This design comes from an exercise in tuning for small area on the open sky130 flow, not from production work.
In this exercise RTL edits were held to simulation tests only and were not proved equivalent to the original.
Power figures rest on the tool's default switching activity, not on a simulated workload.

===== flow/flow/abc_area.script =====
strash
dc2
&get -n
&st
&dch -f
&nf -p
&put
mfs2
strash
dch -f
amap
mfs2
strash
dc2
dch -f
amap
mfs2
strash
dch -f
amap
topo

===== flow/standard.sh =====
#!/bin/bash
# synth_recipe.tcl (not shown) runs the flow's synth.tcl, then flattens the netlist and writes it again
# the make line also repeats each setting of config.mk as NAME=value (left out here)
make -C /OpenROAD-flow-scripts/flow DESIGN_CONFIG=/design/flow/config.mk WORK_HOME=/design/flow/orfs CLKGATE_MAP_FILE= SYNTH_SCRIPT=/design/flow/synth_recipe.tcl "${@:-finish}"

===== flow/config.mk =====
export PLATFORM = sky130hd
export DESIGN_NAME = System
export DESIGN_NICKNAME = System
export VERILOG_FILES = /design/flow/design.v
export SDC_FILE = /design/flow/constraint.sdc
export NUM_CORES = 4
export LEC_CHECK = 0
export CAP_MARGIN = 20
export CORE_MARGIN = 2
export CORE_UTILIZATION = 55
export SLEW_MARGIN = 20

===== flow/flow/run.sh =====
#!/bin/bash
# The standard layout (standard.sh) with three changes:
#  - after the standard synthesis, flow/resyn.sh re-synthesises its
#    combinational logic for area with ABC (flow/abc_area.script), keeping
#    every register cell and name, and proves the result equal to the
#    standard netlist; if anything fails the standard netlist is kept;
#  - before the placement's repair_design, flow/downsize.tcl gives the
#    combinational cells their smallest size and the port buffers buf_1;
#    repair_design then fixes slew and capacitance as usual, with buffers
#    no larger than buf_2;
#  - clock tree synthesis adds no dummy loads and builds the tree from
#    clkbuf_4 cells driving clusters of up to 8 flip-flops.
# Each tool's output goes to a log file here: std_synth.log, resyn_yosys.log,
# equiv_yosys.log and standard_flow.log (ORFS's own logs stay in orfs/logs).
set -euo pipefail
cd "$(dirname "$0")/.."
bash standard.sh synth > std_synth.log 2>&1
R=orfs/results/sky130hd/System/base
cp $R/1_2_yosys.v std_1_2_yosys.v
if bash flow/resyn.sh "$PWD/std_1_2_yosys.v" "$PWD/resyn.v" > resyn.log 2>&1; then
  cp resyn.v $R/1_2_yosys.v
  rm -f $R/1_synth.odb
  echo "resynthesised netlist in use" >> resyn.log
else
  echo "resynthesis failed: standard netlist in use" >> resyn.log
fi
CTS="-sink_clustering_enable -repair_clock_nets -dont_use_dummy_load"
CTS="$CTS -buf_list sky130_fd_sc_hd__clkbuf_4 -sink_clustering_size 8 -sink_clustering_max_diameter 40"
bash standard.sh "CTS_ARGS=$CTS" "PRE_RESIZE_TCL=$PWD/flow/downsize.tcl" finish > standard_flow.log 2>&1
test -f out/final.def

===== flow/flow/dontuse.txt =====
-dont_use sky130_fd_sc_hd__probe_p_8 -dont_use sky130_fd_sc_hd__probec_p_8 -dont_use sky130_fd_sc_hd__lpflow_bleeder_1 -dont_use sky130_fd_sc_hd__lpflow_clkbufkapwr_1 -dont_use sky130_fd_sc_hd__lpflow_clkbufkapwr_16 -dont_use sky130_fd_sc_hd__lpflow_clkbufkapwr_2 -dont_use sky130_fd_sc_hd__lpflow_clkbufkapwr_4 -dont_use sky130_fd_sc_hd__lpflow_clkbufkapwr_8 -dont_use sky130_fd_sc_hd__lpflow_clkinvkapwr_1 -dont_use sky130_fd_sc_hd__lpflow_clkinvkapwr_16 -dont_use sky130_fd_sc_hd__lpflow_clkinvkapwr_2 -dont_use sky130_fd_sc_hd__lpflow_clkinvkapwr_4 -dont_use sky130_fd_sc_hd__lpflow_clkinvkapwr_8 -dont_use sky130_fd_sc_hd__lpflow_decapkapwr_12 -dont_use sky130_fd_sc_hd__lpflow_decapkapwr_3 -dont_use sky130_fd_sc_hd__lpflow_decapkapwr_4 -dont_use sky130_fd_sc_hd__lpflow_decapkapwr_6 -dont_use sky130_fd_sc_hd__lpflow_decapkapwr_8 -dont_use sky130_fd_sc_hd__lpflow_inputiso0n_1 -dont_use sky130_fd_sc_hd__lpflow_inputiso0p_1 -dont_use sky130_fd_sc_hd__lpflow_inputiso1n_1 -dont_use sky130_fd_sc_hd__lpflow_inputiso1p_1 -dont_use sky130_fd_sc_hd__lpflow_inputisolatch_1 -dont_use sky130_fd_sc_hd__lpflow_isobufsrc_1 -dont_use sky130_fd_sc_hd__lpflow_isobufsrc_16 -dont_use sky130_fd_sc_hd__lpflow_isobufsrc_2 -dont_use sky130_fd_sc_hd__lpflow_isobufsrc_4 -dont_use sky130_fd_sc_hd__lpflow_isobufsrc_8 -dont_use sky130_fd_sc_hd__lpflow_isobufsrckapwr_16 -dont_use sky130_fd_sc_hd__lpflow_lsbuf_lh_hl_isowell_tap_1 -dont_use sky130_fd_sc_hd__lpflow_lsbuf_lh_hl_isowell_tap_2 -dont_use sky130_fd_sc_hd__lpflow_lsbuf_lh_hl_isowell_tap_4 -dont_use sky130_fd_sc_hd__lpflow_lsbuf_lh_isowell_4 -dont_use sky130_fd_sc_hd__lpflow_lsbuf_lh_isowell_tap_1 -dont_use sky130_fd_sc_hd__lpflow_lsbuf_lh_isowell_tap_2 -dont_use sky130_fd_sc_hd__lpflow_lsbuf_lh_isowell_tap_4 -dont_use sky130_fd_sc_hd__fill_1 -dont_use sky130_fd_sc_hd__fill_2 -dont_use sky130_fd_sc_hd__fill_4 -dont_use sky130_fd_sc_hd__fill_8 

===== flow/constraint.sdc =====
create_clock -name core_clock -period 20.0 [get_ports {clk}]
set_input_delay 4.0000 -clock core_clock [delete_from_list [all_inputs] [get_ports {clk}]]
set_output_delay 4.0000 -clock core_clock [all_outputs]
set_load 0.01 [all_outputs]

===== flow/flow/equiv.ys.in =====
# Proves the re-synthesised netlist equal to the standard one, register by
# register (the registers are matched by name).
read_liberty -ignore_miss_func @LIB@
read_verilog @NET@
rename System gold
read_verilog @OUT@
rename System gate
flatten
opt_clean
async2sync
equiv_make gold gate equiv
hierarchy -top equiv
equiv_simple -seq 1
equiv_status -assert

===== flow/flow/resyn.ys.in =====
# Re-synthesises the combinational logic of the standard synthesis netlist for
# area. Registers (and the tie cell) are kept as they are: same cells, same
# instance names. @LIB@, @NET@, @OUT@, @SCRIPT@, @DONTUSE@ and @KEEP@ are
# filled in by run.sh.
read_liberty -ignore_miss_func @LIB@
read_verilog @NET@
hierarchy -top System
setattr -mod -set keep_hierarchy 1 @KEEP@
flatten
delete t:$scopeinfo
opt_clean
select System
abc -liberty @LIB@ @DONTUSE@ -script @SCRIPT@
opt_clean -purge
select -clear
hilomap -singleton -hicell sky130_fd_sc_hd__conb_1 HI -locell sky130_fd_sc_hd__conb_1 LO
splitnets
opt_clean -purge
insbuf -buf sky130_fd_sc_hd__buf_4 A X
delete @KEEP@
tee -o @OUT@.stat stat -liberty @LIB@
write_verilog -noattr -nohex -nodec @OUT@

===== flow/flow/downsize.tcl =====
# Before the placement's repair_design: give every combinational cell the
# smallest drive strength of its kind, and make the port buffers buf_1.
# repair_design, which runs next, then fixes any slew, capacitance or fanout
# limit this breaks, with buffers no larger than buf_2 (the large buffers are
# set dont_use for the rest of this step only). Registers keep their cell
# type and size.
set dont_use {}
if { [info exists ::env(DONT_USE_CELLS)] } { set dont_use $::env(DONT_USE_CELLS) }
proc is_dont_use { name dont_use } {
  foreach pat $dont_use { if { [string match $pat $name] } { return 1 } }
  return 0
}
set_dont_use {sky130_fd_sc_hd__buf_4 sky130_fd_sc_hd__buf_6 sky130_fd_sc_hd__buf_8 sky130_fd_sc_hd__buf_12 sky130_fd_sc_hd__buf_16 sky130_fd_sc_hd__bufbuf_8 sky130_fd_sc_hd__bufbuf_16 sky130_fd_sc_hd__clkbuf_8 sky130_fd_sc_hd__clkbuf_16 sky130_fd_sc_hd__bufinv_8 sky130_fd_sc_hd__bufinv_16}
set n 0
set saved 0.0
foreach inst [get_cells *] {
  set master [get_property $inst ref_name]
  if { $master eq "sky130_fd_sc_hd__clkdlybuf4s50_1" } {
    set saved [expr { $saved + [get_property [get_lib_cells $master] area] - [get_property [get_lib_cells sky130_fd_sc_hd__buf_1] area] }]
    replace_cell $inst sky130_fd_sc_hd__buf_1
    incr n
    continue
  }
  if { ![regexp {^sky130_fd_sc_hd__([a-z0-9]+)_([0-9]+)$} $master -> base size] } { continue }
  if { [regexp {^(s?dfx|edf|dfr|dfs|dfb|sdf|dl|tap|fill|decap|conb|clk|lpflow|probe|diode)} $base] } { continue }
  set best $master
  set best_area [get_property [get_lib_cells $master] area]
  foreach lc [get_lib_cells sky130_fd_sc_hd__${base}_*] {
    set name [get_name $lc]
    if { ![regexp "^sky130_fd_sc_hd__${base}_\[0-9\]+\$" $name] } { continue }
    if { [is_dont_use $name $dont_use] } { continue }
    set a [get_property $lc area]
    if { $a < $best_area - 1e-6 } { set best $name; set best_area $a }
  }
  if { $best ne $master } {
    set saved [expr { $saved + [get_property [get_lib_cells $master] area] - $best_area }]
    replace_cell $inst $best
    incr n
  }
}
puts "downsize: $n cells resized, [format %.1f $saved] um2 less"

===== flow/flow/resyn.sh =====
#!/bin/bash
# usage: resyn.sh NETLIST OUT  (run from the flow folder)
set -euo pipefail
HERE=$(cd "$(dirname "$0")" && pwd)
NET=$1; OUT=$2
LIB=${FLOW_HOME:-/OpenROAD-flow-scripts/flow}/platforms/sky130hd/lib/sky130_fd_sc_hd__tt_025C_1v80.lib
YOSYS=${YOSYS_EXE:-$(command -v yosys || echo ${FLOW_HOME:-/OpenROAD-flow-scripts/flow}/../tools/install/yosys/bin/yosys)}
KEEP=$(grep -o 'sky130_fd_sc_hd__[a-z0-9_]*' "$NET" | sort -u | grep -E '__(dfxtp|edfxtp|dfrtp|dfstp|dfxbp|sdfxtp|dlxtp|conb)_' | tr '\n' ' ')
sed -e "s|@LIB@|$LIB|g" -e "s|@NET@|$NET|g" -e "s|@OUT@|$OUT|g" -e "s|@SCRIPT@|$HERE/abc_area.script|g" \
    -e "s|@DONTUSE@|$(cat $HERE/dontuse.txt)|g" -e "s|@KEEP@|$KEEP|g" $HERE/resyn.ys.in > resyn.ys
"$YOSYS" -s resyn.ys > resyn_yosys.log 2>&1
sed -e "s|@LIB@|$LIB|g" -e "s|@NET@|$NET|g" -e "s|@OUT@|$OUT|g" $HERE/equiv.ys.in > equiv.ys
"$YOSYS" -s equiv.ys > equiv_yosys.log 2>&1

===== flow/design.v =====
module MemoryChip
(
    input logic clk, rst,
    input logic WE_bar,
    input logic[2:0] Address,
    input logic[31:0] DataIn,
    output logic[31:0] DataOut
);
function automatic logic[31:0] default_val(input logic[2:0] a);
    case(a)
        3'd0: default_val = 32'h0_0000_F00;
        3'd1: default_val = 32'h1_0000_000;
        3'd2: default_val = 32'h3_0000_0F0;
        3'd3: default_val = 32'h2_0000_00F;
        3'd4: default_val = 32'h4_0000_F0F;
        3'd5: default_val = 32'h5_0000_F00;
        3'd6: default_val = 32'h6_3030_000;
        default: default_val = 32'h7_0000_000;
    endcase
endfunction
logic[7:0][31:0] mem;
logic[31:0] din0, din1;
assign din0 = DataIn & {32{~rst}};
assign din1 = DataIn | {32{rst}};
logic[7:0][31:0] nxt;
always_comb
    for(int a = 0; a < 8; a++)
        nxt[a] = (din1 & default_val(a[2:0])) | (din0 & ~default_val(a[2:0]));
always_ff @(posedge clk) begin
    for(int a = 0; a < 8; a++)
        if(rst || (!WE_bar && Address == a[2:0]))
            mem[a] <= nxt[a];
end
assign DataOut = mem[Address];
endmodule
module Memory
(
    input logic clk, rst,
    input logic WE_bar,
    input logic[2:0] Address,
    input logic[16:0] DataIn,
    output logic[16:0] DataOut
);
function automatic logic[7:0] reset_byte(input logic[2:0] a);
    case(a)
        3'd2: reset_byte = 8'hF0;
        3'd3: reset_byte = 8'h0F;
        3'd4: reset_byte = 8'h0F;
        default: reset_byte = 8'h00;
    endcase
endfunction
logic[7:0][16:0] mem;
logic[16:0] din0, din1;
assign din0 = DataIn & {17{~rst}};
assign din1 = DataIn | {17{rst}};
logic[7:0][16:0] rv, nxt;
always_comb
    for(int a = 0; a < 8; a++) begin
        rv[a] = {2'b00, 3'b100, 4'h0, reset_byte(a[2:0])};
        nxt[a] = (din1 & rv[a]) | (din0 & ~rv[a]);
    end
always_ff @(posedge clk) begin
    for(int a = 0; a < 8; a++)
        if(rst || (!WE_bar && Address == a[2:0]))
            mem[a] <= nxt[a];
end
assign DataOut = mem[Address];
endmodule
module PosEdge
(
    input logic clk, rst,
    input logic signal,
    output logic pedge
);
logic[1:0] ff;
always_ff @(posedge clk) begin
    if(rst)
        ff <= 2'd0;
    else begin
        ff[0] <= signal;
        ff[1] <= ff[0];
    end
end
assign pedge = ~ff[1] & ff[0];
endmodule
module Pedge
(
    input logic clk, rst,
    input logic signal,
    output logic pedge
);
logic busy, term;
logic[13:0] ctr;
assign term = (ctr == 14'h1E4A);
always_ff @(posedge clk) begin
    if(rst || !busy || term)
        ctr <= 14'h3FFF;
    else
        ctr <= {ctr[12:0], ^(ctr & 14'h3802)};
end
always_ff @(posedge clk) begin
    if(rst) begin
        pedge <= 1'b0;
        busy <= 1'b0;
    end else if(pedge) begin
        pedge <= 1'b0;
        busy <= 1'b1;
    end else if(busy) begin
        if(term)
            busy <= 1'b0;
    end else if(signal)
        pedge <= 1'b1;
end
endmodule
module PWM
(
    input logic clk, rst,
    output logic pulse
);
logic[15:0] ctr;
logic end_high;
assign end_high = pulse && ctr == 16'hC261;
always_ff @(posedge clk) begin
    if(rst) begin
        pulse <= 1'b1;
        ctr <= 16'hFFFF;
    end else begin
        if(end_high || (!pulse && ctr == 16'h7FFF))
            pulse <= ~pulse;
        ctr <= end_high ? 16'hFFFF : {ctr[14:0], ^(ctr & 16'hD008)};
    end
end
endmodule
module SPI
(
    input logic clk, rst,
    input logic start, stop,
    input logic write,
    input logic[7:0] data,
    output logic done,
    output logic sclk, mosi, cs
);
logic pStart, pStop, pWrite;
PosEdge peStart(.clk(clk), .rst(rst), .signal(start), .pedge(pStart));
PosEdge peStop(.clk(clk), .rst(rst), .signal(stop), .pedge(pStop));
PosEdge peWrite(.clk(clk), .rst(rst), .signal(write), .pedge(pWrite));
typedef enum logic[2:0] {IDLE, S0, S1, S2, DONE} state_t;
state_t state;
logic[1:0] sel_sclk;
always_comb begin
    case(state)
        S1: sel_sclk = 2'd0;
        S2: sel_sclk = 2'd2;
        default: sel_sclk = 2'd1;
    endcase
end
assign done = (state == S1);
assign cs = (state == IDLE);
logic pulse;
always_comb begin
    case(sel_sclk)
        2'd0: sclk = 1'b0;
        2'd2: sclk = pulse;
        default: sclk = 1'b1;
    endcase
end
logic[2:0] ctr;
logic wait_st;
assign wait_st = (state == S0) || (state == DONE);
always_ff @(posedge clk) begin : wav_gen
    if(rst) begin
        ctr <= 3'b0;
        pulse <= 1'b0;
    end else if(sel_sclk == 2'd2) begin
        if(ctr == 3'd7)
            pulse <= ~pulse;
        ctr <= ctr + 1'b1;
    end else begin
        pulse <= 1'b0;
        ctr <= wait_st ? ctr + 1'b1 : 3'd0;
    end
end
logic[3:0] i;
always_ff @(posedge clk) begin
    if(rst) begin
        i <= 0;
    end else if(sel_sclk == 2'd2) begin
        if(sclk == 1'b1 && ctr == 3'd0)
            if(i < 8) i <= i + 1;
            else i <= 0;
    end else
        i <= 1'b0;
end
logic passed;
assign passed = (ctr == 3'd7);
always_ff @(posedge clk) begin
    if(rst) begin
        mosi <= 1'b0;
        state <= IDLE;
    end else begin
        case(state)
            IDLE: begin
                if(pStart) begin
                    state <= S0;
                end
            end
            S0: begin
                if(passed) begin
                    state <= S1;
                end
            end
            S1: begin
                if(pWrite) begin
                    state <= S2;
                end
                else if(pStop) begin
                    state <= DONE;
                end
            end
            S2: begin
                if(i < 8 && ctr == 3'd2) begin
                    mosi <= data[7 - i];
                end else if(i == 8 && ctr == 3'd7 && !sclk) begin
                    mosi <= 1'b0;
                    state <= S1;
                end
            end
            DONE: begin
                if(passed) begin
                    state <= IDLE;
                end
            end
            default: state <= IDLE;
        endcase
    end
end
endmodule
module I2C
(
    input logic clk, rst,
    input logic hello, goodbye,
    input logic pWrite, pRead,
    input logic[7:0] wData,
    input logic sda_in,
    output logic sda_out, sda_oe,
    output logic sclk,
    output logic[7:0] rData,
    output logic rdy,
    output logic ack
);
typedef enum logic[2:0] {S_IDLE, S_WAIT, WRITE0, WRITE1, READ0, READ1, P_WAIT, BUS_FREE} state_t;
state_t state;
logic[1:0] sel_sclk;
always_comb begin
    case(state)
        WRITE0, READ0: sel_sclk = 2'd2;
        WRITE1, READ1: sel_sclk = 2'd1;
        default: sel_sclk = 2'd0;
    endcase
end
logic pulse;
always_comb begin
    case(sel_sclk)
        2'd1: sclk = pulse;
        2'd2: sclk = 1'b0;
        default: sclk = 1'b1;
    endcase
end
logic[7:0] ctr;
logic passed;
always_comb begin
    case(state)
        S_WAIT, P_WAIT: passed = (ctr == 8'h56);
        BUS_FREE: passed = (ctr == 8'h1B);
        default: passed = 1'b0;
    endcase
end
logic t_low_sample, t_high_sample, half_end;
assign t_low_sample = !pulse && ctr == 8'hAD;
assign t_high_sample = pulse && ctr == 8'hAD;
assign half_end = pulse ? (ctr == 8'h87) : (ctr == 8'hFA);
always_ff @(posedge clk) begin : gen_wav
    if(rst)
        pulse <= 1'b0;
    else if(sel_sclk == 2'd1 && half_end)
        pulse <= ~pulse;
end
always_ff @(posedge clk) begin
    if(rst || (sel_sclk == 2'd1 ? half_end : !((state == S_WAIT || state == P_WAIT || state == BUS_FREE) && !passed)))
        ctr <= 8'hFF;
    else
        ctr <= {ctr[6:0], ^(ctr & 8'hB8)};
end
logic is_out;
logic sda;
assign sda_oe = is_out;
assign sda = is_out ? sda_out : sda_in;
logic rw;
logic[3:0] nPulse;
always_ff @(posedge clk) begin
    if(rst) begin
        sda_out <= 1'b1;
        is_out <= 1'b1;
        nPulse <= 1'b0;
        rdy <= 1'b0;
        rw <= 1'b0;
        ack <= 1'b0;
        rData <= 8'h00;
        state <= S_IDLE;
    end else begin
        case(state)
            S_IDLE: begin
                if(hello) begin
                    sda_out <= 1'b0;
                    rdy <= 1'b0;
                    state <= S_WAIT;
                end
            end
            S_WAIT: begin
                if(passed) begin
                    rdy <= 1'b1;
                    state <= WRITE0;
                end
            end
            WRITE0: begin
                if(pWrite) begin
                    rdy <= 1'b0;
                    ack <= 1'b0;
                    state <= WRITE1;
                end else if(goodbye) begin
                    rw <= 1'b0;
                    rdy <= 1'b0;
                    state <= P_WAIT;
                end
            end
            WRITE1: begin
                if(nPulse < 10) begin
                    if(t_low_sample) begin
                        if(nPulse < 8)
                            sda_out <= wData[7 - nPulse];
                        if(nPulse == 8)
                            is_out <= 1'b0;
                        nPulse <= nPulse + 1'b1;
                    end
                    if(nPulse == 9 && t_high_sample)
                        ack <= ~sda;
                end else begin
                    sda_out <= 1'b0;
                    is_out <= 1'b1;
                    nPulse <= 0;
                    rdy <= 1'b1;
                    if(!rw) begin
                        rw <= 1'b1;
                        if(wData[0])
                            state <= READ0;
                        else
                            state <= WRITE0;
                    end else
                        state <= WRITE0;
                end
            end
            READ0: begin
                if(pRead) begin
                    is_out <= 1'b0;
                    rdy <= 1'b0;
                    state <= READ1;
                end else if(goodbye) begin
                    rw <= 1'b0;
                    rdy <= 1'b0;
                    state <= P_WAIT;
                end
            end
            READ1: begin
                if(nPulse < 10) begin
                    if(t_low_sample) begin
                        if(nPulse < 8)
                            rData[7 - nPulse] <= sda;
                        if(nPulse == 8) begin
                            sda_out <= 1'b0;
                            is_out <= 1'b1;
                        end
                        nPulse <= nPulse + 1'b1;
                    end
                end else begin
                    is_out <= 1'b1;
                    nPulse <= 0;
                    rdy <= 1'b1;
                    state <= READ0;
                end
            end
            P_WAIT: begin
                if(passed) begin
                    sda_out <= 1'b1;
                    state <= BUS_FREE;
                end
            end
            BUS_FREE: begin
                if(passed) begin
                    rdy <= 1'b1;
                    state <= S_IDLE;
                end
            end
            default: state <= S_IDLE;
        endcase
    end
end
endmodule
module IColor
(
    input logic clk, rst,
    input logic detect,
    input logic led_in,
    input logic sda_in,
    output logic sda_out, sda_oe,
    output logic sclk, led_en,
    output logic R, G, B,
    output logic[2:0] rgb
);
typedef enum logic[4:0] {
    START0 = 5'b000_00, START1 = 5'b000_01, START2 = 5'b000_10, START3 = 5'b000_11,
    S0     = 5'b001_00, G0     = 5'b001_01, G1     = 5'b001_10, G2     = 5'b001_11,
    S4     = 5'b010_00, G3     = 5'b010_01, G4     = 5'b010_10, G5     = 5'b010_11,
    S8     = 5'b011_00, G6     = 5'b011_01, G7     = 5'b011_10, G8     = 5'b011_11,
    S10    = 5'b100_00, G9     = 5'b100_01, G10    = 5'b100_10, G11    = 5'b100_11,
    STOP0  = 5'b101_00, STOP1  = 5'b101_01, STOP2  = 5'b101_10, STOP3  = 5'b101_11,
    IDLE   = 5'b110_00, S1     = 5'b110_01, S2     = 5'b110_10, S3     = 5'b110_11,
    S9     = 5'b111_00, S5     = 5'b111_01, S6     = 5'b111_10, S7     = 5'b111_11
} state_t;
state_t state;
assign led_en = led_in;
function automatic logic[7:0] send_data(input logic[2:0] idx);
    case(idx)
        3'd0: send_data = 8'h52;
        3'd1: send_data = 8'hA0;
        3'd2: send_data = 8'h03;
        3'd3: send_data = 8'h52;
        3'd4: send_data = 8'hB4;
        3'd5: send_data = 8'h53;
        default: send_data = 8'h00;
    endcase
endfunction
logic[7:0] rData;
logic rdy, rcvd_ack;
logic hello, goodbye, pWrite, pRead;
assign hello = (state == START2);
assign goodbye = (state == STOP2);
assign pWrite = (state == G1) || (state == G4) || (state == G7);
assign pRead = (state == G10);
logic[3:0] i;
I2C prtcl(.clk(clk), .rst(rst), .hello(hello), .goodbye(goodbye), .pWrite(pWrite), .pRead(pRead), .wData(send_data(i[2:0])), .rData(rData), .sclk(sclk), .sda_in(sda_in), .sda_out(sda_out), .sda_oe(sda_oe), .rdy(rdy), .ack(rcvd_ack));
logic[9:0] tctr;
logic passed_10ms;
assign passed_10ms = (tctr == 10'h29B);
always_ff @(posedge clk) begin
    if(!rst && (state == S3 || state == S7) && !passed_10ms)
        tctr <= {tctr[8:0], ^(tctr & 10'h240)};
    else
        tctr <= 10'h3FF;
end
logic pDetect;
Pedge peDetect(.clk(clk), .rst(rst), .signal(detect), .pedge(pDetect));
logic[7:2][7:0] buffer;
logic[15:0] red, green, blue;
assign red = {buffer[3], buffer[2]};
assign green = {buffer[5], buffer[4]};
assign blue = {buffer[7], buffer[6]};
logic rg, rb, gb, erg, erb, egb;
assign rg = red > green;
assign rb = red > blue;
assign gb = green > blue;
assign erg = red == green;
assign erb = red == blue;
assign egb = green == blue;
assign rgb[2] = rb && rg;
assign rgb[1] = gb && !rg && !erg;
assign rgb[0] = !rb && !erb && !gb && !egb;
logic[7:0] rData_in;
assign rData_in = rData & {8{~rst}};
always_ff @(posedge clk) begin
    for(int n = 2; n < 8; n++)
        if(rst || (state == G11 && rdy && i == n))
            buffer[n] <= rData_in;
end
logic pulse;
PWM wav_gen(.clk(clk), .rst(rst), .pulse(pulse));
assign R = rgb[2] & pulse;
assign G = rgb[1] & pulse;
assign B = rgb[0] & pulse;
logic err;
logic[1:0] flag;
always_ff @(posedge clk) begin
    if(rst) begin
        i <= 4'd0;
        err <= 1'b0;
        flag <= 2'b0;
        state <= IDLE;
    end else begin
        case(state)
            IDLE: begin
                if(pDetect) state <= START0;
            end
            START0: begin
                state <= START1;
            end
            START1: state <= START2;
            START2: state <= START3;
            START3: begin
                if(rdy) begin
                    case(flag)
                        2'd1: state <= S4;
                        2'd2: state <= S8;
                        default: state <= S0;
                    endcase
                end
            end
            S0: begin
                if(i < 3) begin
                    state <= G0;
                end else begin
                    state <= S2;
                end
            end
            G0: state <= G1;
            G1: state <= G2;
            G2: begin
                if(rdy) begin
                    state <= S1;
                end
            end
            S1: begin
                if(rcvd_ack) begin
                    i <= i + 1;
                    state <= S0;
                end else begin
                    err <= 1'b1;
                    i <= 1'b0;
                    flag <= 2'd0;
                    state <= STOP0;
                end
            end
            S2: state <= S3;
            S3: begin
                if(passed_10ms) begin
                    flag <= 2'd1;
                    state <= STOP0;
                end
            end
            S4: begin
                if(i < 5) begin
                    state <= G3;
                end else begin
                    state <= S6;
                end
            end
            G3: state <= G4;
            G4: state <= G5;
            G5: begin
                if(rdy) begin
                    state <= S5;
                end
            end
            S5: begin
                if(rcvd_ack) begin
                    i <= i + 1;
                    state <= S4;
                end else begin
                    err <= 1'b1;
                    i <= 3'd0;
                    flag <= 2'd0;
                    state <= STOP0;
                end
            end
            S6: state <= S7;
            S7: begin
                if(passed_10ms) begin
                    flag <= 2'd2;
                    state <= STOP0;
                end
            end
            S8: begin
                flag <= 2'd0;
                state <= G6;
            end
            G6: state <= G7;
            G7: state <= G8;
            G8: begin
                if(rdy) begin
                    state <= S9;
                end
            end
            S9: begin
                if(rcvd_ack) begin
                    i <= 3'b0;
                    state <= S10;
                end else begin
                    err <= 1'b1;
                    i <= 3'd0;
                    flag <= 2'd0;
                    state <= STOP0;
                end
            end
            S10: begin
                if(i < 8) begin
                    state <= G9;
                end else begin
                    i <= 4'd0;
                    state <= STOP0;
                end
            end
            G9: state <= G10;
            G10: state <= G11;
            G11: begin
                if(rdy) begin
                    i <= i + 1;
                    state <= S10;
                end
            end
            STOP0: begin
                state <= STOP1;
            end
            STOP1: state <= STOP2;
            STOP2: state <= STOP3;
            STOP3: begin
                if(rdy) begin
                    if(err || |flag) begin
                        err <= 1'b0;
                        state <= START0;
                    end else
                        state <= IDLE;
                end
            end
            default: state <= IDLE;
        endcase
    end
end
endmodule
module IDisplay
(
    input logic clk, rst,
    input logic on_off, exec,
    input logic[16:0] IR,  
    input logic osel,      
    output logic rdy,
    output logic sclk, mosi, cs,
    output logic vcc_en, pmod_en, dc, res
);
typedef enum logic[4:0] {IDLE, ON0, ON1, ON2, ON3, ON4, ON5, ON6, ON7, ON8, ON9, GFX0, GFX1, GFX2, DELAY0, DELAY1, DELAY2, DELAY3, DELAY4, DELAY5, OFF0, OFF1, OFF2} state_t;
state_t state;
logic[5:0] i;
localparam logic[359:0] INIT_BYTES = {
    8'hFD, 8'h12, 8'hAE, 8'hA0, 8'h72, 8'hA1, 8'h00, 8'hA2,
    8'h00, 8'hA4, 8'hA8, 8'h3F, 8'hAD, 8'h8E, 8'hB0, 8'h0B,
    8'hB1, 8'h31, 8'hB3, 8'hF0, 8'h8A, 8'h64, 8'h8B, 8'h78,
    8'h8C, 8'h64, 8'hBB, 8'h3A, 8'hBE, 8'h3E, 8'h87, 8'h06,
    8'h81, 8'h91, 8'h82, 8'h50, 8'h83, 8'h7D, 8'h2E, 8'h25,
    8'h00, 8'h00, 8'h3F, 8'h1F, 8'hAF
};
logic[7:0] init_byte;
assign init_byte = INIT_BYTES[9'd352 - {i, 3'b000} +: 8];
logic[2:0] cls;
logic[15:0] d;
assign cls = IR[16] ? 3'b001 : IR[14:12];
assign d = IR[15:0];
logic[3:0] nBytes;
always_comb begin
    case(cls)
        3'b000: nBytes = 4'd8;
        3'b001: nBytes = 4'd7;
        3'b101: nBytes = 4'd5;
        3'b100: nBytes = 4'd2;
        default: nBytes = 4'd11;
    endcase
end
logic[3:0] j;
assign j = i[3:0];
logic[7:0] cmd_byte;
always_comb begin
    if(!osel) begin
        if(j == 0) cmd_byte = 8'h26;
        else if(j == 1) cmd_byte = {7'b0, cls == 3'b011 || (cls == 3'b100 && d[4])};
        else cmd_byte = 8'h00;
    end else if(cls == 3'b100) begin
        cmd_byte = d[7:0];
    end else begin
        case(j)
            4'd0: case(cls)
                      3'b000: cmd_byte = 8'h21;
                      3'b001: cmd_byte = 8'h23;
                      3'b101: cmd_byte = 8'h25;
                      default: cmd_byte = 8'h22;
                  endcase
            4'd1, 4'd2: cmd_byte = (cls == 3'b101) ? 8'h00 : 8'h10;
            4'd3: cmd_byte = (cls == 3'b101) ? 8'h5F : 8'h40;
            4'd4: cmd_byte = (cls == 3'b101) ? 8'h3F : 8'h20;
            4'd5: cmd_byte = (cls == 3'b001) ? d[15:8] : {2{d[11:8]}};
            4'd6: cmd_byte = (cls == 3'b001) ? d[7:0] : {2{d[7:4]}};
            4'd7, 4'd10: cmd_byte = {2{d[3:0]}};
            4'd8: cmd_byte = {2{d[11:8]}};
            default: cmd_byte = {2{d[7:4]}};
        endcase
    end
end
logic start, stop, write, done;
assign start = (state == ON3);
assign stop = (state == OFF1);
logic[1:0] src;  
logic[7:0] data;
assign data = (src == 2'd2) ? 8'hAE : (src == 2'd1) ? cmd_byte : init_byte;
SPI protocol(.clk(clk), .rst(rst), .sclk(sclk), .mosi(mosi), .cs(cs), .start(start), .stop(stop), .write(write), .data(data), .done(done));
logic[15:0] tctr;
logic passed;
always_comb begin
    case(state)
        ON1, ON7: passed = (tctr == 16'hD578);  
        ON2: passed = (tctr == 16'h8F64);       
        ON9: passed = (tctr == 16'h87B1);       
        OFF2: passed = (tctr == 16'h5448);      
        default: passed = 1'b0;
    endcase
end
always_ff @(posedge clk) begin
    if(!rst && (state == ON1 || state == ON2 || state == ON7 || state == ON9 || state == OFF2) && !passed)
        tctr <= {tctr[14:0], ^(tctr & 16'hD008)};
    else
        tctr <= 16'hFFFF;
end
assign dc = 1'b0;
assign pmod_en = (state != IDLE) && (state != ON0);
always_comb begin
    case(state)
        ON7, DELAY2, DELAY3, ON8, ON9, GFX0, GFX1, DELAY4, DELAY5, GFX2, OFF0, OFF1: vcc_en = 1'b1;
        default: vcc_en = 1'b0;
    endcase
end
always_ff @(posedge clk) begin
    if(rst) begin
        i <= 6'd0;
        rdy <= 1'b0;
        res <= 1'b0;
        write <= 1'b0;
        src <= 2'd0;
        state <= IDLE;
    end else begin
        case(state)
            IDLE: begin
                if(on_off) begin
                    state <= ON0;
                end
            end
            ON0: begin
                res <= 1'b1;
                state <= ON1;
            end
            ON1: begin
                if(passed) begin
                    res <= 1'b0;
                    state <= ON2;
                end
            end
            ON2: begin
                if(passed) begin
                    res <= 1'b1;
                    state <= ON3;
                end
            end
            ON3: begin
                if(done) begin
                    state <= ON4;
                end
            end
            ON4: begin
                if(i < 44) begin
                    write <= 1'b1;
                    src <= 2'd0;
                    state <= DELAY0;
                end else
                    state <= ON6;
            end
            DELAY0: state <= DELAY1;
            DELAY1: state <= ON5;
            ON5: begin
                write <= 1'b0;
                if(done) begin
                    i <= i + 1;
                    state <= ON4;
                end
            end
            ON6: begin
                write <= 1'b0;
                state <= ON7;
            end
            ON7: begin
                if(passed) begin
                    write <= 1'b1;
                    src <= 2'd0;
                    state <= DELAY2;
                end
            end
            DELAY2: state <= DELAY3;
            DELAY3: state <= ON8;
            ON8: begin
                if(done) begin
                    i <= 1'b0;
                    write <= 1'b0;
                    state <= ON9;
                end
            end
            ON9: begin
                if(passed) state <= GFX0;
            end
            GFX0: begin
                rdy <= 1'b1;
                if(!on_off) begin
                    rdy <= 1'b0;
                    state <= OFF0;
                end
                if(exec) begin
                    rdy <= 1'b0;
                    state <= GFX1;
                end
            end
            GFX1: begin
                if(i < nBytes) begin
                    write <= 1'b1;
                    src <= 2'd1;
                    state <= DELAY4;
                end else begin
                    i <= 0;
                    state <= GFX0;
                end
            end
            DELAY4: state <= DELAY5;
            DELAY5: state <= GFX2;
            GFX2: begin
                write <= 1'b0;
                if(done) begin
                    i <= i + 1;
                    state <= GFX1;
                end
            end
            OFF0: begin
                write <= 1'b1;
                src <= 2'd2;
                if(done) state <= OFF1;
            end
            OFF1: begin
                state <= OFF2;
            end
            OFF2: begin
                if(passed) begin
                    state <= IDLE;
                end
            end
            default: state <= IDLE;
        endcase
    end
end
endmodule
module IKeyboard
(
    input logic clk, rst,
    input logic[3:0] row,
    output logic[3:0] col, key,
    output logic key_was_pressed
);
logic[3:0] grp;
logic[1:0] ff;
assign key_was_pressed = ~ff[1] & ff[0];
logic[8:0] ctr;
logic[1:0] r;
logic hit;
always_comb begin
    hit = 1'b1;
    r = 2'd0;
    case(row)
        4'b0111: r = 2'd0;
        4'b1011: r = 2'd1;
        4'b1101: r = 2'd2;
        4'b1110: r = 2'd3;
        default: hit = 1'b0;
    endcase
end
function automatic logic[3:0] keymap(input logic[1:0] c, input logic[1:0] r);
    case({c, r})
        4'h0: keymap = 4'h1;
        4'h1: keymap = 4'h4;
        4'h2: keymap = 4'h7;
        4'h3: keymap = 4'h0;
        4'h4: keymap = 4'h2;
        4'h5: keymap = 4'h5;
        4'h6: keymap = 4'h8;
        4'h7: keymap = 4'hF;
        4'h8: keymap = 4'h3;
        4'h9: keymap = 4'h6;
        4'hA: keymap = 4'h9;
        4'hB: keymap = 4'hE;
        4'hC: keymap = 4'hA;
        4'hD: keymap = 4'hB;
        4'hE: keymap = 4'hC;
        default: keymap = 4'hD;
    endcase
endfunction
logic scan;
logic[1:0] c;
always_comb begin
    scan = 1'b1;
    c = 2'd0;
    case(ctr)
        9'h0B8: c = 2'd0;  
        9'h14F: c = 2'd1;  
        9'h0EB: c = 2'd2;  
        9'h12E: c = 2'd3;  
        default: scan = 1'b0;
    endcase
end
always_ff @(posedge clk) begin
    if(rst) begin
        ctr <= 9'h1FF;
        grp <= 4'b0;
        col <= 4'b0;
        key <= 4'b0;
        ff <= 2'b0;
    end else begin
        ff[0] <= |grp;
        ff[1] <= ff[0];
        ctr <= (ctr == 9'h12E) ? 9'h1FF : {ctr[7:0], ^(ctr & 9'h110)};
        case(ctr)
            9'h0DA: col <= 4'b0111;  
            9'h02B: col <= 4'b1011;  
            9'h058: col <= 4'b1101;  
            9'h0AF: col <= 4'b1110;  
            default: ;
        endcase
        if(scan) begin
            grp[c] <= hit;
            if(hit) key <= keymap(c, r);
        end
    end
end
endmodule
module IEncoder
(
    input logic clk, rst,
    input logic A, B,
    output logic add, sub
);
logic dir;
logic[2:0] lvl;
assign add = (lvl == 3'd5) & dir;
assign sub = (lvl == 3'd5) & ~dir;
logic P, Q;
assign P = dir ? B : A;
assign Q = dir ? A : B;
always_ff @(posedge clk) begin
    if(rst) begin
        dir <= 1'b0;
        lvl <= 3'd0;
    end else
        case(lvl)
            3'd1: begin
                if(P) lvl <= 3'd0;
                else if(~Q) lvl <= 3'd2;
            end
            3'd2: begin
                if(Q) lvl <= 3'd1;
                else if(P) lvl <= 3'd3;
            end
            3'd3: begin
                if(~P) lvl <= 3'd2;
                else if(Q) lvl <= 3'd4;
            end
            3'd4: lvl <= 3'd5;
            default: begin
                if(~A) begin
                    dir <= 1'b0;
                    lvl <= 3'd1;
                end else if(~B) begin
                    dir <= 1'b1;
                    lvl <= 3'd1;
                end else
                    lvl <= 3'd0;
            end
        endcase
end
endmodule
module SegmentRefresh
(
    input logic clk, rst,
    output logic[2:0] idx
);
logic[6:0] ctr;
always_ff @(posedge clk) begin
    if(rst) begin
        ctr <= 7'h7F;
        idx <= 3'd0;
    end else if(ctr == 7'h69) begin
        idx <= idx + 1'b1;
        ctr <= 7'h7F;
    end else
        ctr <= {ctr[5:0], ^(ctr & 7'h60)};
end
endmodule
module ISegmentDisplay
(
    input logic[3:0] val,
    output logic[7:0] C
);
always_comb begin
    case(val)
        4'd0: C = 8'b00000011;
        4'd1: C = 8'b10011111;
        4'd2: C = 8'b00100101;
        4'd3: C = 8'b00001101;
        4'd4: C = 8'b10011001;
        4'd5: C = 8'b01001001;
        4'd6: C = 8'b01000001;
        4'd7: C = 8'b00011111;
        4'd8: C = 8'b00000001;
        4'd9: C = 8'b00001001;
        4'hA: C = 8'b00010001;
        4'hB: C = 8'b11000001;
        4'hC: C = 8'b01100011;
        4'hD: C = 8'b10000101;
        4'hE: C = 8'b01100001;
        default: C = 8'b01110001;
    endcase
end
endmodule
module Programmer
(
    input logic clk, rst,
    input logic mode,  
    input logic[1:0] stage,
    input logic[3:0] row,
    output logic[3:0] col,
    input logic A, B,
    input logic btn, swt,
    output logic[7:0] AN, C,
    output logic[2:0] Addr,
    input logic[7:0][3:0] RF_Data,
    output logic WE_bar,
    output logic[31:0] entrdCommand
);
logic kwp;
logic[3:0] key;
IKeyboard PmodKYPD(.clk(clk), .rst(rst), .row(row), .col(col), .key(key), .key_was_pressed(kwp));
logic add, sub;
IEncoder PmodENC(.clk(clk), .rst(rst), .A(A), .B(B), .add(add), .sub(sub));
logic[2:0] i;
logic[7:0][3:0] kypd_buffer;
assign entrdCommand = kypd_buffer;
always_ff @(posedge clk) begin : writer_i
    if(rst)
        i <= 0;
    else if(kwp & !mode & !swt)
        i <= i + 1;
    else if(add & !mode & swt) i <= i + 1;
    else if(sub & !mode & swt) i <= i - 1;
end
logic[3:0] key_in;
assign key_in = key & {4{~rst}};
always_ff @(posedge clk) begin : writer_kypd_buffer
    for(int n = 0; n < 8; n++)
        if(rst || (kwp & !mode & !swt & i == n[2:0]))
            kypd_buffer[n] <= key_in;
end
logic[2:0] k;
SegmentRefresh arbiter(.clk(clk), .rst(rst), .idx(k));
assign AN = ~(8'b1 << k);
logic pBTN;
Pedge pedge_btn(.clk(clk), .rst(rst), .signal(btn), .pedge(pBTN));
always_ff @(posedge clk) begin
    if(rst) begin
        WE_bar <= 1'b1;
        Addr <= 0;
    end else if(WE_bar) begin
        if(add & mode & (stage == 0)) Addr <= Addr + 1;
        else if(sub & mode & (stage == 0)) Addr <= Addr - 1;
        if(pBTN & (stage == 0)) WE_bar <= 1'b0;
    end else begin
        WE_bar <= 1'b1;
        Addr <= Addr + 1'b1;
    end
end
logic[3:0] val;
assign val = mode ? RF_Data[k] : kypd_buffer[k];
logic[7:0] c;
ISegmentDisplay display(.val(val), .C(c));
assign C = {c[7:1], c[0] & ~(!mode && k == i)};
endmodule
module Compiler
(
    input logic clk, rst,
    input logic compile,
    input logic[31:0] DataIn,
    input logic[2:0] color,  
    output logic WE_bar, done,
    output logic[2:0] Addr,
    output logic[16:0] DataOut
);
logic pCompile;
Pedge peCompile(.clk(clk), .rst(rst), .signal(compile), .pedge(pCompile));
logic[2:0] cls_in;
always_comb begin
    case(DataIn[31:28])
        4'd0: cls_in = 3'b000;
        4'd1: cls_in = 3'b100;
        4'd2: cls_in = 3'b010;
        4'd3: cls_in = 3'b011;
        4'd4: cls_in = 3'b110;
        4'd5: cls_in = 3'b111;
        4'd6: cls_in = 3'b001;  
        default: cls_in = 3'b101;
    endcase
end
typedef enum logic[2:0] {IDLE, S0, S1, S2, S3, S4, S0W} state_t;
state_t state;
logic[2:0] i;
always_ff @(posedge clk) begin
    if(rst)
        DataOut <= {1'b0, 1'b0, 3'b100, 12'h0};
    else if(state == S1) begin
        if(DataIn[31:28] == 4'd6)
            DataOut <= {1'b1, DataIn[27:12]};
        else
            DataOut <= {1'b0, DataIn[27], cls_in, DataIn[11:0]};
    end else if(state == S4 && !DataOut[16] && DataOut[14] && (DataOut[13] || !DataOut[12]))
        DataOut <= {DataOut[16:15], 1'b0, DataOut[13:12], {4{color[2]}}, {4{color[1]}}, {4{color[0]}}};
end
assign WE_bar = (state != S0W);
always_ff @(posedge clk) begin
    if(rst) begin
        Addr <= 0;
        done <= 1'b0;
        i <= 0;
        state <= IDLE;
    end else begin
        case(state)
            IDLE: begin
                done <= 1'b1;
                if(pCompile) begin
                    done <= 1'b0;
                    state <= S0;
                end
            end
            S0, S0W: begin
                if(state == S0 || i != 3'd0) begin
                    i <= i + 1;
                    state <= S1;
                end else
                    state <= IDLE;
            end
            S1: state <= S2;
            S2: begin
                Addr <= Addr + 1;
                state <= S3;
            end
            S3: state <= S4;
            S4: state <= S0W;
            default: state <= IDLE;
        endcase
    end
end
endmodule
module ExecModule
(
    input logic clk, rst,
    input logic rdy_oled, rdy_compiler, run,
    input logic[16:0] DataIn,
    output logic draw,
    output logic[2:0] Addr,
    output logic[16:0] IR,
    output logic osel
);
logic pRun;
Pedge peRun(.clk(clk), .rst(rst), .signal(run), .pedge(pRun));
typedef enum logic[2:0] {IDLE, S0, S1, S2, S3, S4} state_t;
state_t state;
assign osel = (state != S3);
assign draw = (state == S2) || (state == S4);
always_ff @(posedge clk) begin
    if(rst) begin
        IR <= {2'b00, 3'b100, 12'h0};
        Addr <= 0;
        state <= IDLE;
    end else begin
        if(state == S1) begin
            IR <= DataIn;
            Addr <= Addr + 1;
        end
        case(state)
            IDLE: begin
                if(rdy_compiler & rdy_oled & pRun) state <= S0;
            end
            S0: state <= S1;
            S1: state <= S2;
            S2: state <= S3;
            S3: begin
                if(rdy_oled) state <= S4;
            end
            S4: state <= IDLE;
            default: state <= IDLE;
        endcase
    end
end
endmodule
module System
(
    input logic clk, rst,
    input logic mode,  
    input logic[1:0] stage,  
    input logic on_off,  
    input logic detect,  
    input logic compile,  
    input logic run,  
    input logic[3:0] row,
    output logic[3:0] col,
    input logic A_ENC, B_ENC,
    input logic btn, swt,
    input logic led_in,
    input logic sda_in,  
    output logic sda_out, sda_oe,  
    output logic sclk_c, led_en,
    output logic sclk_o, mosi, cs,
    output logic vcc_en, pmod_en, dc, res,
    output logic R, G, B,
    output logic[7:0] AN, C,
    output logic[2:0] mem_addr
);
logic WE_bar_0;
logic[2:0] RF_Addr;
logic[31:0] entrdCommand;
logic[31:0] DataOut;
logic[2:0] Addr_RF;
logic[2:0] rgb;
logic WE_bar_1, cmpl_done, compl;
logic[2:0] IS_RF_Addr;
logic[16:0] cmpldCommand;
logic[16:0] exeCommand;
logic[2:0] Addr_IS;
logic oled_draw, oled_rdy, oled_sel;
logic[16:0] oled_IR;
logic exe;
logic[2:0] IS_Addr;
assign mem_addr = (stage == 0 || stage == 1) ? Addr_RF : Addr_IS;
assign Addr_RF = (stage == 0) ? RF_Addr : (stage == 1) ? IS_RF_Addr : 3'd0;
assign Addr_IS = (stage == 1) ? IS_RF_Addr : (stage == 2) ? IS_Addr : 3'd0;
assign compl = (stage == 1) ? compile : 1'b0;
assign exe = (stage == 2) ? run : 1'b0;
IColor PmodCOLOR(.clk(clk), .rst(~rst), .detect(detect), .led_in(led_in), .sda_in(sda_in), .sda_out(sda_out), .sda_oe(sda_oe), .sclk(sclk_c), .led_en(led_en), .R(R), .G(G), .B(B),
                 .rgb(rgb));
Programmer code_writer(.clk(clk), .rst(~rst), .mode(mode), .stage(stage), .row(row), .col(col), .A(A_ENC), .B(B_ENC), .btn(btn), .swt(swt),
                       .AN(AN), .C(C), .WE_bar(WE_bar_0), .Addr(RF_Addr), .entrdCommand(entrdCommand), .RF_Data(DataOut));
MemoryChip reg_file(.clk(clk), .rst(~rst), .WE_bar(WE_bar_0), .Address(Addr_RF), .DataIn(entrdCommand), .DataOut(DataOut));
Compiler to_executable(.clk(clk), .rst(~rst), .compile(compl), .DataIn(DataOut), .color(rgb), .WE_bar(WE_bar_1), .done(cmpl_done),
                       .Addr(IS_RF_Addr), .DataOut(cmpldCommand));
Memory dot_exe(.clk(clk), .rst(~rst), .WE_bar(WE_bar_1), .Address(Addr_IS), .DataIn(cmpldCommand), .DataOut(exeCommand));
ExecModule driver(.clk(clk), .rst(~rst), .rdy_oled(oled_rdy), .rdy_compiler(cmpl_done), .run(exe), .DataIn(exeCommand), .Addr(IS_Addr),
                  .draw(oled_draw), .IR(oled_IR), .osel(oled_sel));
IDisplay PmodOLED(.clk(clk), .rst(~rst), .on_off(on_off), .exec(oled_draw), .IR(oled_IR), .osel(oled_sel), .rdy(oled_rdy),
                  .sclk(sclk_o), .mosi(mosi), .vcc_en(vcc_en), .pmod_en(pmod_en), .cs(cs), .dc(dc), .res(res));
endmodule

==> flow_metrics.py, run 1 <==
metrics = {
    "pwr": {
        "clockPowerShare_pct": 26.1,
        "p_comb_share_pct": 11.3,
        "p_seq_share_pct": 62.6,
        "p_switching_mw": 0.752,
        "p_leak_nw": 10.8,
        "switching_share_pct": 26.7,
        "power_density_mw_per_mm2": 85.6,
        "peakVddDrop_mv": 0.0451,
        "p_int_mw": 2.07,
    },
    "cts": {
        "cts_buffers": 113,
        "post-cts-setup-buffers": 0,
        "cts.repair.resized": 0,
        "clockBufferDepth": 3,
        "cts.clk_slew.worst_paths_ps": 80,
        "cts_root_buffer": "clkbuf_4",
        "cts.sinks": 749,
        "htreeDepth": 3,
        "clock_latency_ps": 890,
        "hold_buffers": 0,
        "cts_tree": "yes",
    },
    "synthesis": {
        "synthesis.instances": 2775,
        "syn_area_per_cell_um2": 11.1,
        "synth_area_mm2": 0.0307,
        "yosysWarnings": 16,
        "syn-num-nets": 2794,
    },
    "worst_setup_path": {
        "cpPeakStageDelay_ps": 700,
        "r2r_slack_ps": 14600,
        "crit_path_max_fanout": 33,
        "r2r_start": "PmodOLED.state[1]$_SDFFE_PN0P_",
        "worstSetupEndpointType": "primary output",
        "cp_common_cell": "clkinv_1",
        "start_kind": "primary input",
        "rr_worst_depth": 14,
        "crit_chain": "buf_1, clkinv_1, or2_0, nor2b_1, clkinv_1, o22ai_1, buf_2, buf_2, a222oi_1, a32oi_1, a221oi_1, a2111oi_0, a31oi_1, o22ai_1, clkinv_1, nor2_1, nor2_1, a221oi_1, buf_1",
        "cp_slowest_cell": "buf_2",
        "required_ps": 16000,
        "path_class": "in -> out",
        "critPathArrivalTime_ps": 9280,
        "r2r-end": "vcc_en$_DFF_P_",
    },
    "sta": {
        "holdWs_ps": 408,
        "setup_violations": 0,
        "max_freq_ghz": 0.0753,
        "post-route-min-period_ps": 13280,
        "fin_crit_sh_pct": 66.4,
        "rsz0062_at_grt": "false",
        "hold_violations": 0,
        "clock_skew_ps": 88.0,
        "worst_slew_pin_slew_ps": 1180,
        "slew_violations": 0,
        "finalSetupTns_ps": 0,
        "relSlewSlack_pct": 20.7,
        "fin_ws_ps": 6720,
    },
    "routing": {
        "first_iter_violations": 2362,
        "via_per_inst": 6.28,
        "drc": 0,
        "final_antenna_net_count": 0,
        "routed_wirelength_um": 82300,
        "wl_per_cell_um": 22.0,
        "firstDrtPassIters": 6,
        "vias": 23491,
    },
    "global_routing": {
        "grtUsageMet3_pct": 5.42,
        "grt-busiest-layer": "met2",
        "grt_antenna_before_repair": 3,
        "grt_overflow": 0,
        "grt_pass1_wl_um": 128000,
        "grt_pass1_vias": 22897,
        "grt.total_usage_pct": 28.8,
        "grt_use_met2_pct": 47.2,
        "grt_max_degree": 45,
        "grt.met1_usage_pct": 38.2,
    },
    "hold_path": {
        "hold_path_end": "PmodCOLOR.peDetect.ctr[0]$_SDFF_PP1_",
        "hp-start": "PmodCOLOR.peDetect.busy$_SDFF_PN0_",
        "hold_path_class": "reg -> reg",
        "hold_depth": 1,
    },
    "die": {
        "dieArea_mm2": 0.0577,
        "num_rows": 86,
        "core_mm2": 0.0551,
        "start_util_pct": 55.7,
        "io_pins": 56,
        "die_y_um": 240,
        "die_x_um": 240,
    },
    "cells_and_area": {
        "drive_above_1_share_pct": 5.51,
        "area_delta_synth_final_pct": 7.31,
        "layout_common_cells": "472 x edfxtp_1, 387 x nor2_1, 280 x clkinv_1",
        "layout_commonest_cell": "edfxtp_1",
        "post-route-util_pct": 59.8,
        "nets": 3014,
    },
    "flow_run": {
        "drv_cap": 0,
    },
    "placed_design": {
        "place.gp.congestion": 0.938,
        "io_buffers": 52,
        "post-place-ws_ps": 6770,
        "dp_hpwl_um": 56300,
    },
    "run_status": {
        "status": "timing/DRC/antenna clean",
    },
}
## power groups by stage
| stage | logic (mW) | clock network [mW] | registers [mW] |
|---|---|---|---|
| after floorplan | 0.217 | 0 | 1.78 |
| after global placement | 0.324 | 0 | 1.80 |
| after detailed placement | 0.313 | 0 | 1.80 |
| after CTS | 0.314 | 0.753 | 1.76 |
| after global routing | 0.354 | 0.810 | 1.77 |
| final | 0.319 | 0.735 | 1.76 |
## how the worst max path moves through the flow
| stage | start | endpoint | slack [ps] | cells after the start |
|---|---|---|---|---|
| after floorplan | stage[0] | C[7] | 5550 | 11 |
| after global placement | stage[0] | C[7] | 6740 | 16 |
| final | stage[0] | C[6] | 6720 | 19 |
| after global routing | stage[0] | C[6] | 6320 | 19 |
| after CTS | stage[0] | C[7] | 6770 | 16 |
| after detailed placement | stage[0] | C[7] | 6770 | 16 |
## registers in the layout (all words and copies together), names as in the netlist, 16 cells and up
register and flops:
to_executable.DataOut 17, PmodOLED.tctr 16, reg_file.mem 256, driver.IR 17, PmodCOLOR.buffer 48, code_writer.kypd_buffer 32
PmodCOLOR.wav_gen.ctr 16, dot_exe.mem 136
## final cells by class
| cell class | count | area (um^2) |
|---|---|---|
| inverters | 282 | 1060 |
| multi-input cells | 1739 | 9890 |
| fillers | 4647 | 22200 |
| diodes | 2 | 5.00 |
| repair buffers | 110 | 468 |
| well taps | 748 | 936 |
| flip-flops and latches | 749 | 19700 |
| clock buffers | 113 | 848 |
## through the flow
| step | total power, mW | instance area (um^2) | instances |
|---|---|---|---|
| final | 2.82 | 32900 | 3743 |
| after global routing | 2.94 | 32900 | 3742 |
| after CTS | 2.83 | 32900 | 3741 |
| after detailed placement | 2.11 | 32100 | 3628 |
| after global placement | 2.12 | 32600 | 3609 |
| after floorplan | 2.00 | 30700 | 2775 |
## critical path: cells and delay by family
family                 cells  cell delay [ps]
AND/OR/NAND/NOR            4              860
buffers and inverters      7             2160
AO/OA/AOI/OAI              8             2250
## metal layers
layer	share of wire (%)	wire length [um]
met5	0.045	37
met4	3.2	2630
met3	8.2	6720
met2	47	39000
met1	41	34000
==> run 2: changes to the inputs <==
--- a/flow/flow/run.sh
+++ b/flow/flow/run.sh
@@ -1,7 +1,8 @@
 #!/bin/bash
 # The standard layout (standard.sh) with three changes:
 #  - after the standard synthesis, flow/resyn.sh re-synthesises its
-#    combinational logic for area with ABC (flow/abc_area.script), keeping
+#    combinational logic for area with ABC (the smallest result of the
+#    scripts flow/abc_area*.script), keeping
 #    every register cell and name, and proves the result equal to the
 #    standard netlist; if anything fails the standard netlist is kept;
 #  - before the placement's repair_design, flow/downsize.tcl gives the
@@ -10,8 +11,8 @@
 #    no larger than buf_2;
 #  - clock tree synthesis adds no dummy loads and builds the tree from
 #    clkbuf_4 cells driving clusters of up to 8 flip-flops.
-# Each tool's output goes to a log file here: std_synth.log, resyn_yosys.log,
-# equiv_yosys.log and standard_flow.log (ORFS's own logs stay in orfs/logs).
+# Each tool's output goes to a log file here: std_synth.log, resyn_yosys_*.log,
+# equiv_yosys_*.log and standard_flow.log (ORFS's own logs stay in orfs/logs).
 set -euo pipefail
 cd "$(dirname "$0")/.."
 bash standard.sh synth > std_synth.log 2>&1
==> flow/flow/abc_area1.script (new file) <==
strash
dc2
&get -n
&st
&dch -f
&nf -p
&put
mfs2
strash
dch -f
amap
mfs2
strash
dc2
dch -f
amap
mfs2
strash
dch -f
amap
topo
==> flow/flow/abc_area2.script (new file) <==
strash
dc2
&get -n
&st
&dch -f
&nf -p
&put
mfs2
strash
dch -f
amap
mfs2
strash
dc2
dch -f
amap
mfs2
strash
dc2
dch -f
amap
mfs2
strash
dch -f
amap
topo
==> flow/flow/abc_area3.script (new file) <==
strash
dc2
resub -K 8 -N 2
dc2
&get -n
&st
&dch -f
&nf -p
&put
mfs2
strash
dch -f
amap
mfs2
strash
dc2
dch -f
amap
mfs2
strash
dch -f
amap
topo
==> flow/flow/abc_area4.script (new file) <==
strash
&get -n
&st
&dch -f
&nf -p
&put
mfs2
strash
dch -f
amap
mfs2
strash
dch -f
amap
topo
==> flow/flow/resyn.sh (replaced) <==
#!/bin/bash
# usage: resyn.sh NETLIST OUT  (run from the flow's work folder)
# Re-synthesises NETLIST's combinational logic with each ABC script
# flow/abc_area*.script, keeps the smallest result that is proven equal to
# NETLIST, and writes it to OUT. Fails if none is.
set -euo pipefail
HERE=$(cd "$(dirname "$0")" && pwd)
NET=$1; OUT=$2
LIB=${FLOW_HOME:-/OpenROAD-flow-scripts/flow}/platforms/sky130hd/lib/sky130_fd_sc_hd__tt_025C_1v80.lib
YOSYS=${YOSYS_EXE:-$(command -v yosys || echo ${FLOW_HOME:-/OpenROAD-flow-scripts/flow}/../tools/install/yosys/bin/yosys)}
KEEP=$(grep -o 'sky130_fd_sc_hd__[a-z0-9_]*' "$NET" | sort -u | grep -E '__(dfxtp|edfxtp|dfrtp|dfstp|dfxbp|sdfxtp|dlxtp|conb)_' | tr '\n' ' ')
: > resyn_areas.txt
for S in "$HERE"/abc_area*.script; do
  n=$(basename "$S" .script)
  sed -e "s|@LIB@|$LIB|g" -e "s|@NET@|$NET|g" -e "s|@OUT@|$OUT.$n|g" -e "s|@SCRIPT@|$S|g" \
      -e "s|@DONTUSE@|$(cat $HERE/dontuse.txt)|g" -e "s|@KEEP@|$KEEP|g" $HERE/resyn.ys.in > resyn_$n.ys
  if "$YOSYS" -s resyn_$n.ys > resyn_yosys_$n.log 2>&1; then
    a=$(grep "Chip area" "$OUT.$n.stat" | awk '{print $NF}')
    echo "$a $n" >> resyn_areas.txt
  fi
done
sort -g resyn_areas.txt > resyn_order.txt
while read -r a n; do
  sed -e "s|@LIB@|$LIB|g" -e "s|@NET@|$NET|g" -e "s|@OUT@|$OUT.$n|g" $HERE/equiv.ys.in > equiv_$n.ys
  if "$YOSYS" -s equiv_$n.ys > equiv_yosys_$n.log 2>&1; then
    cp "$OUT.$n" "$OUT"
    echo "chosen $n ($a um2)"
    exit 0
  fi
done < resyn_order.txt
exit 1
removed: flow/flow/abc_area.script
==> flow_metrics.py, run 2 <==
metrics = {
    "run_status": {
        "status": "timing/DRC/antenna clean",
    },
    "cts": {
        "cts_buffers": 117,
        "cts.clk_slew.worst_paths_ps": 80,
        "cts.sinks": 749,
        "clock_latency_ps": 940,
        "htreeDepth": 3,
        "post-cts-setup-buffers": 0,
        "cts.repair.resized": 0,
        "clockBufferDepth": 3,
        "cts_root_buffer": "clkbuf_4",
        "hold_buffers": 0,
        "cts_tree": "yes",
    },
    "sta": {
        "relSlewSlack_pct": 24.6,
        "rsz0062_at_grt": "false",
        "fin_ws_ps": 6970,
        "fin_crit_sh_pct": 65.2,
        "worst_slew_pin_slew_ps": 1130,
        "max_freq_ghz": 0.0767,
        "finalSetupTns_ps": 0,
        "slew_violations": 0,
        "hold_violations": 0,
        "setup_violations": 0,
        "post-route-min-period_ps": 13030,
        "clock_skew_ps": 152,
    },
    "routing": {
        "final_antenna_net_count": 0,
        "via_per_inst": 6.22,
        "wl_per_cell_um": 20.9,
        "drc": 0,
        "firstDrtPassIters": 12,
        "first_iter_violations": 2559,
        "vias": 23407,
        "routed_wirelength_um": 78800,
    },
    "worst_setup_path": {
        "path_class": "in -> out",
        "worstSetupEndpointType": "primary output",
        "cpPeakStageDelay_ps": 620,
        "start_kind": "primary input",
        "r2r_slack_ps": 14310,
        "rr_worst_depth": 15,
        "r2r_start": "code_writer.Addr[0]$_SDFFE_PN0P_",
        "critPathArrivalTime_ps": 9030,
        "crit_chain": "buf_1, nor2_1, clkinv_1, o21ai_0, o211ai_1, clkinv_1, buf_2, buf_2, a222oi_1, a32oi_1, o22ai_1, or4_1, o41ai_1, buf_1, clkinv_1, a21oi_1, nand2_1, o22ai_1, buf_1",
        "crit_path_max_fanout": 36,
        "required_ps": 16000,
        "cp_slowest_cell": "buf_2",
        "r2r-end": "to_executable.DataOut[11]$_SDFFE_PN0P_",
    },
    "global_routing": {
        "grt_antenna_before_repair": 3,
        "grt.total_usage_pct": 27.5,
        "grt_max_degree": 40,
        "grt_pass1_vias": 22494,
        "grt_overflow": 0,
        "grt_pass1_wl_um": 123000,
    },
    "placed_design": {
        "post-place-ws_ps": 7110,
        "io_buffers": 52,
        "dp_hpwl_um": 54600,
        "place.gp.congestion": 0.963,
    },
    "synthesis": {
        "synth_area_mm2": 0.0306,
        "syn-num-nets": 2798,
        "synthesis.instances": 2779,
        "syn_area_per_cell_um2": 11.0,
        "yosysWarnings": 16,
    },
    "die": {
        "io_pins": 56,
        "die_x_um": 240,
        "start_util_pct": 55.6,
        "num_rows": 86,
        "dieArea_mm2": 0.0576,
        "die_y_um": 240,
        "core_mm2": 0.0551,
    },
    "cells_and_area": {
        "multiInputGateArea_mm2": 0.00988,
        "ff_latch_area_mm2": 0.0197,
        "layout_commonest_cell": "edfxtp_1",
        "nets": 3034,
        "drive_above_1_share_pct": 5.77,
        "fill_cells": 4676,
        "largest-register": "reg_file.mem",
        "largest_reg_flops": 256,
        "area_delta_synth_final_pct": 7.65,
        "layout_common_cells": "472 x edfxtp_1, 395 x nor2_1, 279 x clkinv_1",
        "largestRegisters": "reg_file.mem x256, dot_exe.mem x136, PmodCOLOR.buffer x48",
        "post-route-util_pct": 59.9,
    },
    "pwr": {
        "power_density_mw_per_mm2": 92.5,
        "p_leak_nw": 11.0,
        "power_mw": 3.05,
        "peakVddDrop_mv": 0.0711,
    },
    "hold_path": {
        "hold_path_class": "reg -> reg",
        "hp-start": "driver.peRun.busy$_SDFF_PN0_",
        "hold_path_end": "driver.peRun.pedge$_SDFF_PP0_",
        "hold_depth": 1,
    },
    "flow_run": {
        "drv_cap": 0,
    },
}
## run 2: changes by cell type in the layout (fill, tap and decap cells not counted), moves of 10 or more
cell     previous run  this run
or3_1              47        33
nand2_1           202       215
o32ai_1            14         4
a21oi_1           126       116
o21ai_0           149       128
o22ai_1            71        86
or2_0              88       103
## run 2: worst max-delay path, delay by kind of cell
kind | cells | cell delay (ps)
AOI/OAI and AO/OA | 8 | 1720
buffers and inverters | 8 | 2380
and+or+nand+nor | 3 | 860
## run 2: worst max path at each step
stage / start / endpoint / slack (ps) / cells past startpoint
2_1_floorplan: stage[0] / C[2] / 5860 / 11
3_3_place_gp: stage[1] / C[1] / 6810 / 17
3_5_place_dp: stage[0] / C[7] / 7110 / 19
4_1_cts: stage[0] / C[7] / 7100 / 19
5_1_grt: stage[0] / C[7] / 6670 / 19
6_report: stage[0] / C[7] / 6970 / 19
## run 2: where the power goes
group          leakage, nW  internal [mW]  switching [mW]  total (mW)
registers             7.03           1.78          0.0672        1.85
logic                 3.45          0.150           0.315       0.465
clock network        0.538          0.265           0.477       0.742
total                 11.0           2.19           0.860        3.05
## run 2: layout make-up
cell class / instances / area share, %
inverters: 280 / 3.19
clock buffers: 117 / 2.66
multi-input cells: 1745 / 29.9
well taps: 748 / 2.84
flip-flops and latches: 749 / 59.8
diodes: 4 / 0.0303
repair buffers: 122 / 1.57
## run 2: routing by layer
metal	part of all wire, %	GRT usage (%)	wire length [um]
met1	42	37.2	32900
met4	2.9	8.51	2290
met5	0	0	0
met2	47	45.0	37100
met3	8.4	5.11	6620
## run 2: metrics by stage
step | instances | hold WS [ps] | area, um^2
finish | 3765 | 387 | 33000
global route | 3764 | 416 | 33000
CTS | 3761 | 379 | 33000
detailed placement | 3644 | 404 | 32100
global placement | 3620 | 394 | 32500
floorplan | 2779 | 382 | 30600

-- re-timing with driven ports --
No port has a modelled driver above. Below, the same layouts with a new extraction and two added sets of constraints.
Step 1 assumes that a clkbuf_16 drives the clock port and a buf_2 every other input.
Step 2 also shifts input and output timing later by t, the mid clock arrival at the registers, as if the neighbouring blocks saw the same clock.
Slacks: no drivers / after step 1 / after step 2; pairs: no drivers / after step 1.
| run | t (ns) | slack for setup (ns) | hold WS [ns] | worst setup path at the end | clock arrival spread, ns |
|---|---|---|---|---|---|
| run 1 | 0.909 | 6.720 / 6.638 / 6.638 | 0.408 / 0.408 / 0.408 | input to output | 0.097 / 0.096 |
| run 2 | 0.922 | 6.968 / 6.935 / 6.935 | 0.387 / 0.387 / 0.387 | input to output | 0.152 / 0.152 |
After both steps setup and hold are still met in every run listed. The setup slack of run 1, which loses most, moves by -0.082 ns with the drivers and by -0.082 ns with both steps.
